This design comes from an exercise in tuning for small area on the open sky130 flow, not from production work.
Function was checked by simulation only, so behaviour that the tests miss may differ from the original.
The flow treats the clock pin as an ideal source. Dropping or thinning the clock tree relies on that and would not hold on a real chip.
Power figures rest on the tool's default switching activity, not on a simulated workload.

// Classic_Pong_Top
module Classic_Pong_Top (
    input clk_i,
    input rst_i,
    input UART_RX_i,
    input sw1_i,
    input sw2_i,
    input sw3_i,
    input sw4_i,
    output VGA_Hsync_o,
    output VGA_Vsync_o,
    output VGA_Red_0_o,
    output VGA_Red_1_o,
    output VGA_Red_2_o,
    output VGA_Grn_0_o,
    output VGA_Grn_1_o,
    output VGA_Grn_2_o,
    output VGA_Blu_0_o,
    output VGA_Blu_1_o,
    output VGA_Blu_2_o
);
Settings: LEC_CHECK=0, CAP_MARGIN=20, CORE_MARGIN=2, CORE_UTILIZATION=70, PLACE_DENSITY=0.85, SLEW_MARGIN=20; clock period 40.0 ns.
standard.sh (not shown) runs the stock make flow with config.mk's settings and CLKGATE_MAP_FILE= SYNTH_SCRIPT=/design/flow/synth_recipe.tcl, a recipe that flattens the netlist after the stock synthesis.
==> flow/flow/run.sh <==
#!/bin/bash
# Layout flow: the standard synthesis, an area re-mapping of its
# combinational logic (flip-flops untouched), then the standard layout
# steps with a smaller clock tree and smaller port buffers.
set -euo pipefail
W=$PWD
F=$W/flow
R=$W/orfs/results/sky130hd/Classic_Pong_Top/base
LIB=$FLOW_HOME/platforms/sky130hd/lib/sky130_fd_sc_hd__tt_025C_1v80.lib

# 1. the standard synthesis
bash standard.sh synth > $W/log_1_synth.txt 2>&1
cp $R/1_2_yosys.v $W/std_synth.v

# 2. re-map the gates between the flip-flops with ABC (eight random seeds,
#    four at a time), keep the smallest netlist
for batch in "1 2 3 4" "5 6 7 8"; do
  for s in $batch; do
    sed "s/@SEED@/$s/" $F/area.abc > $W/area_$s.abc
    LIBFILE=$LIB NETIN=$W/std_synth.v NETOUT=$W/reopt_$s.v TOP=$FLOW_TOP ABCSCRIPT=$W/area_$s.abc \
      yosys -c $F/reopt.tcl > $W/log_2_reopt_$s.txt 2>&1 &
  done
  wait
done
best=""; bestA=""
for s in 1 2 3 4 5 6 7 8; do
  a=$(sed -nE "s/.*Chip area for module .*: ([0-9.]+).*/\1/p" $W/reopt_$s.v.stat | head -1)
  echo "seed $s area $a" >> $W/log_2_reopt_pick.txt
  if [[ -n "$a" ]] && { [[ -z "$bestA" ]] || awk "BEGIN{exit !($a < $bestA)}"; }; then best=$s; bestA=$a; fi
done
echo "picked seed $best area $bestA" >> $W/log_2_reopt_pick.txt
cp $W/reopt_$best.v $R/1_2_yosys.v
rm -f $R/1_synth.odb $R/1_synth.sdc

# 3. the standard flow's layout steps up to placement; the ports get buf_1 buffers
PORTS="BUFFER_PORTS_ARGS=-buffer_cell sky130_fd_sc_hd__buf_1"
bash standard.sh "$PORTS" place > $W/log_3_place.txt 2>&1

# 4. clock tree (mycts.tcl): the clock port drives one clkbuf_4, which drives
#    one clkbuf_8 per cluster of at most 18 flip-flops
RESULTS_DIR=$R PLATFORM_DIR=$FLOW_HOME/platforms/sky130hd LIBFILE=$LIB \
  CTS_K=12 CTS_CAP=18 CTS_LEAF=sky130_fd_sc_hd__clkbuf_8 CTS_ROOT=sky130_fd_sc_hd__clkbuf_4 \
  openroad -no_init -exit $F/mycts.tcl > $W/log_4_cts.txt 2>&1
cp $R/4_1_cts.odb $R/4_cts.odb
touch $R/4_cts.sdc

# 5. the rest of the standard flow's layout steps
bash standard.sh "$PORTS" finish > $W/log_5_layout.txt 2>&1
==> flow/flow/mycts.tcl <==
# Two-level clock tree: the clock port drives one root buffer, which drives
# one leaf buffer per cluster of flip-flops; the clusters come from k-means
# on the flip-flop positions with a cap on their size.
# Env: RESULTS_DIR PLATFORM_DIR LIBFILE TECH_LEF SC_LEF CTS_K CTS_CAP CTS_LEAF CTS_ROOT
read_liberty $::env(LIBFILE)
read_db $::env(RESULTS_DIR)/3_place.odb
read_sdc $::env(RESULTS_DIR)/3_place.sdc
source $::env(PLATFORM_DIR)/setRC.tcl

set db [ord::get_db]
set block [ord::get_db_block]
set clk [$block findNet clk_i]
set sinks {}
foreach it [$clk getITerms] {
  set inst [$it getInst]
  set bb [$inst getBBox]
  lappend sinks [list $it [expr {([$bb xMin]+[$bb xMax])/2.0}] [expr {([$bb yMin]+[$bb yMax])/2.0}]]
}
set n [llength $sinks]
set K $::env(CTS_K)
set cap $::env(CTS_CAP)
puts "mycts: $n sinks, $K clusters, cap $cap"

# k-means with capacity: initial centres spread along a space-filling order
set sorted [lsort -real -index 1 $sinks]
set cx {}; set cy {}
for {set k 0} {$k < $K} {incr k} {
  set s [lindex $sorted [expr {int(($k + 0.5) * $n / $K)}]]
  lappend cx [lindex $s 1]; lappend cy [lindex $s 2]
}
for {set iter 0} {$iter < 30} {incr iter} {
  # assign: each sink to nearest centre with room, sinks in order of their best distance
  set pairs {}
  set i 0
  foreach s $sinks {
    for {set k 0} {$k < $K} {incr k} {
      set d [expr {abs([lindex $s 1]-[lindex $cx $k]) + abs([lindex $s 2]-[lindex $cy $k])}]
      lappend pairs [list $d $i $k]
    }
    incr i
  }
  set pairs [lsort -real -index 0 $pairs]
  set asg [lrepeat $n -1]
  set cnt [lrepeat $K 0]
  foreach p $pairs {
    lassign $p d i k
    if {[lindex $asg $i] >= 0} continue
    if {[lindex $cnt $k] >= $cap} continue
    lset asg $i $k
    lset cnt $k [expr {[lindex $cnt $k] + 1}]
  }
  # update centres
  set sx [lrepeat $K 0.0]; set sy [lrepeat $K 0.0]
  set i 0
  foreach s $sinks {
    set k [lindex $asg $i]
    lset sx $k [expr {[lindex $sx $k] + [lindex $s 1]}]
    lset sy $k [expr {[lindex $sy $k] + [lindex $s 2]}]
    incr i
  }
  for {set k 0} {$k < $K} {incr k} {
    set c [lindex $cnt $k]
    if {$c > 0} {
      lset cx $k [expr {[lindex $sx $k] / $c}]
      lset cy $k [expr {[lindex $sy $k] / $c}]
    }
  }
}
puts "mycts: cluster sizes $cnt"

set leafm [$db findMaster $::env(CTS_LEAF)]
set rootm [$db findMaster $::env(CTS_ROOT)]
set rootnet [odb::dbNet_create $block clknet_root]
$rootnet setSigType CLOCK
set rx 0.0; set ry 0.0
for {set k 0} {$k < $K} {incr k} {
  set b [odb::dbInst_create $block $leafm clkbuf_leaf_$k]
  $b setLocation [expr {int([lindex $cx $k])}] [expr {int([lindex $cy $k])}]
  $b setPlacementStatus PLACED
  set net [odb::dbNet_create $block clknet_leaf_$k]
  $net setSigType CLOCK
  [$b findITerm A] connect $rootnet
  [$b findITerm X] connect $net
  set rx [expr {$rx + [lindex $cx $k]}]; set ry [expr {$ry + [lindex $cy $k]}]
  set leafnet($k) $net
}
set i 0
foreach s $sinks {
  set it [lindex $s 0]
  $it disconnect
  $it connect $leafnet([lindex $asg $i])
  incr i
}
set r [odb::dbInst_create $block $rootm clkbuf_root]
$r setLocation [expr {int($rx / $K)}] [expr {int($ry / $K)}]
$r setPlacementStatus PLACED
[$r findITerm A] connect $clk
[$r findITerm X] connect $rootnet
$clk setSigType CLOCK

detailed_placement
check_placement -verbose
set_propagated_clock [all_clocks]
estimate_parasitics -placement
set mx 0
foreach p [get_pins -hierarchical */CLK] { foreach k {slew_max_rise slew_max_fall} { set s [get_property $p $k]; if {$s > $mx} {set mx $s} } }
puts "mycts: max clock pin slew $mx"
report_clock_skew
repair_timing -hold -verbose
detailed_placement
check_placement -verbose
write_db $::env(RESULTS_DIR)/4_1_cts.odb
write_sdc -no_timestamp $::env(RESULTS_DIR)/4_cts.sdc
Other scripts of this flow, unchanged in this note and not shown: flow/flow/area.abc, flow/flow/reopt.tcl
==> next run, changes <==
--- a/flow/flow/run.sh
+++ b/flow/flow/run.sh
@@ -15,9 +15,6 @@
-# 2. re-map the gates between the flip-flops with ABC (eight random seeds,
-#    four at a time), keep the smallest netlist
-for batch in "1 2 3 4" "5 6 7 8"; do
-  for s in $batch; do
-    sed "s/@SEED@/$s/" $F/area.abc > $W/area_$s.abc
-    LIBFILE=$LIB NETIN=$W/std_synth.v NETOUT=$W/reopt_$s.v TOP=$FLOW_TOP ABCSCRIPT=$W/area_$s.abc \
-      yosys -c $F/reopt.tcl > $W/log_2_reopt_$s.txt 2>&1 &
-  done
-  wait
+# 2. re-map the gates between the flip-flops with ABC (four random seeds in
+#    parallel), keep the smallest netlist
+for s in 1 2 3 4; do
+  sed "s/@SEED@/$s/" $F/area.abc > $W/area_$s.abc
+  LIBFILE=$LIB NETIN=$W/std_synth.v NETOUT=$W/reopt_$s.v TOP=$FLOW_TOP ABCSCRIPT=$W/area_$s.abc \
+    yosys -c $F/reopt.tcl > $W/log_2_reopt_$s.txt 2>&1 &
@@ -24,0 +22 @@
+wait
@@ -26 +24 @@
-for s in 1 2 3 4 5 6 7 8; do
+for s in 1 2 3 4; do
@@ -39 +37 @@
-# 4. clock tree (mycts.tcl): the clock port drives one clkbuf_4, which drives
+# 4. clock tree (mycts.tcl): the clock port drives one clkbuf_8, which drives
@@ -42 +40 @@
-  CTS_K=12 CTS_CAP=18 CTS_LEAF=sky130_fd_sc_hd__clkbuf_8 CTS_ROOT=sky130_fd_sc_hd__clkbuf_4 \
+  CTS_K=12 CTS_CAP=18 CTS_LEAF=sky130_fd_sc_hd__clkbuf_8 CTS_ROOT=sky130_fd_sc_hd__clkbuf_8 \
Effect: The new run produced a clean layout; design area hardly moves; wire length hardly moves; area after synthesis stays flat; utilization hardly moves; via count drops by about 1.5%; total power went up by 1.2%; setup slack improved by 0.026 ns; first-iteration DRC count went down by 2.8%.
==> next run, changes <==
--- a/flow/flow/run.sh
+++ b/flow/flow/run.sh
@@ -15,6 +15,9 @@
-# 2. re-map the gates between the flip-flops with ABC (four random seeds in
-#    parallel), keep the smallest netlist
-for s in 1 2 3 4; do
-  sed "s/@SEED@/$s/" $F/area.abc > $W/area_$s.abc
-  LIBFILE=$LIB NETIN=$W/std_synth.v NETOUT=$W/reopt_$s.v TOP=$FLOW_TOP ABCSCRIPT=$W/area_$s.abc \
-    yosys -c $F/reopt.tcl > $W/log_2_reopt_$s.txt 2>&1 &
+# 2. re-map the gates between the flip-flops with ABC (sixteen random seeds,
+#    four at a time), keep the smallest netlist
+for batch in "1 2 3 4" "5 6 7 8" "9 10 11 12" "13 14 15 16"; do
+  for s in $batch; do
+    sed "s/@SEED@/$s/" $F/area.abc > $W/area_$s.abc
+    LIBFILE=$LIB NETIN=$W/std_synth.v NETOUT=$W/reopt_$s.v TOP=$FLOW_TOP ABCSCRIPT=$W/area_$s.abc \
+      yosys -c $F/reopt.tcl > $W/log_2_reopt_$s.txt 2>&1 &
+  done
+  wait
@@ -22 +24,0 @@
-wait
@@ -24 +26 @@
-for s in 1 2 3 4; do
+for s in $(seq 1 16); do
@@ -37 +39 @@
-# 4. clock tree (mycts.tcl): the clock port drives one clkbuf_8, which drives
+# 4. clock tree (mycts.tcl): the clock port drives one clkbuf_4, which drives
@@ -40 +42 @@
-  CTS_K=12 CTS_CAP=18 CTS_LEAF=sky130_fd_sc_hd__clkbuf_8 CTS_ROOT=sky130_fd_sc_hd__clkbuf_8 \
+  CTS_K=12 CTS_CAP=18 CTS_LEAF=sky130_fd_sc_hd__clkbuf_8 CTS_ROOT=sky130_fd_sc_hd__clkbuf_4 \
Fmax is about the same.
Setup slack gets worse by 0.026 ns.
Area after synthesis stays flat.
==> next run, changes <==
--- a/flow/flow/run.sh
+++ b/flow/flow/run.sh
@@ -15,9 +15,6 @@
-# 2. re-map the gates between the flip-flops with ABC (sixteen random seeds,
-#    four at a time), keep the smallest netlist
-for batch in "1 2 3 4" "5 6 7 8" "9 10 11 12" "13 14 15 16"; do
-  for s in $batch; do
-    sed "s/@SEED@/$s/" $F/area.abc > $W/area_$s.abc
-    LIBFILE=$LIB NETIN=$W/std_synth.v NETOUT=$W/reopt_$s.v TOP=$FLOW_TOP ABCSCRIPT=$W/area_$s.abc \
-      yosys -c $F/reopt.tcl > $W/log_2_reopt_$s.txt 2>&1 &
-  done
-  wait
+# 2. re-map the gates between the flip-flops with ABC (four random seeds in
+#    parallel), keep the smallest netlist
+for s in 1 2 3 4; do
+  sed "s/@SEED@/$s/" $F/area.abc > $W/area_$s.abc
+  LIBFILE=$LIB NETIN=$W/std_synth.v NETOUT=$W/reopt_$s.v TOP=$FLOW_TOP ABCSCRIPT=$W/area_$s.abc \
+    yosys -c $F/reopt.tcl > $W/log_2_reopt_$s.txt 2>&1 &
@@ -24,0 +22 @@
+wait
@@ -26 +24 @@
-for s in $(seq 1 16); do
+for s in 1 2 3 4; do
@@ -39,2 +37,2 @@
-# 4. clock tree (mycts.tcl): the clock port drives one clkbuf_4, which drives
-#    one clkbuf_8 per cluster of at most 18 flip-flops
+# 4. clock tree (mycts.tcl): the clock port drives one clkbuf_8, which drives
+#    one clkbuf_8 per cluster of at most 20 flip-flops
@@ -42 +40 @@
-  CTS_K=12 CTS_CAP=18 CTS_LEAF=sky130_fd_sc_hd__clkbuf_8 CTS_ROOT=sky130_fd_sc_hd__clkbuf_4 \
+  CTS_K=11 CTS_CAP=20 CTS_LEAF=sky130_fd_sc_hd__clkbuf_8 CTS_ROOT=sky130_fd_sc_hd__clkbuf_8 \
What happened: The changed run completed without violations. Worst setup slack improves by 0.042 ns. First-iteration DRC count went down by a little under a tenth. Cell area hardly moves. Total power went up slightly. Wire length went up slightly. Sequential cell count is unchanged. Core utilization went down by 0.14 points. Critical path depth stays the same. Synthesized cell count stays flat. Die area stays flat.
No run of this note takes its clock network from TritonCTS; it comes from the design's own scripts or RTL.

-- re-timing with driven ports --
No port has a modelled driver above. Below, the same layouts with a new extraction and two added sets of constraints. Step 1: set_driving_cell puts a clkbuf_16 on clk_i and a buf_2 on each other input, an assumption about the parent block. Step 2, shift: input delay + t, output delay - t, t = (earliest + latest rising clock arrival at the registers) / 2. This alone moves slack from input paths to output paths. Three values: ideal ports, drivers, drivers and shift; two values: the first two.
run	shift t [ns]	setup slack, ns	worst setup path after step 2
the first run	0.587	29.244 / 29.213 / 29.800	register to output
the second run	0.477	29.270 / 29.237 / 29.714	register to output
the third run	0.587	29.244 / 29.213 / 29.800	register to output
the fourth run	0.465	29.286 / 29.253 / 29.718	register to output
After both steps setup and hold are still met in every run listed.
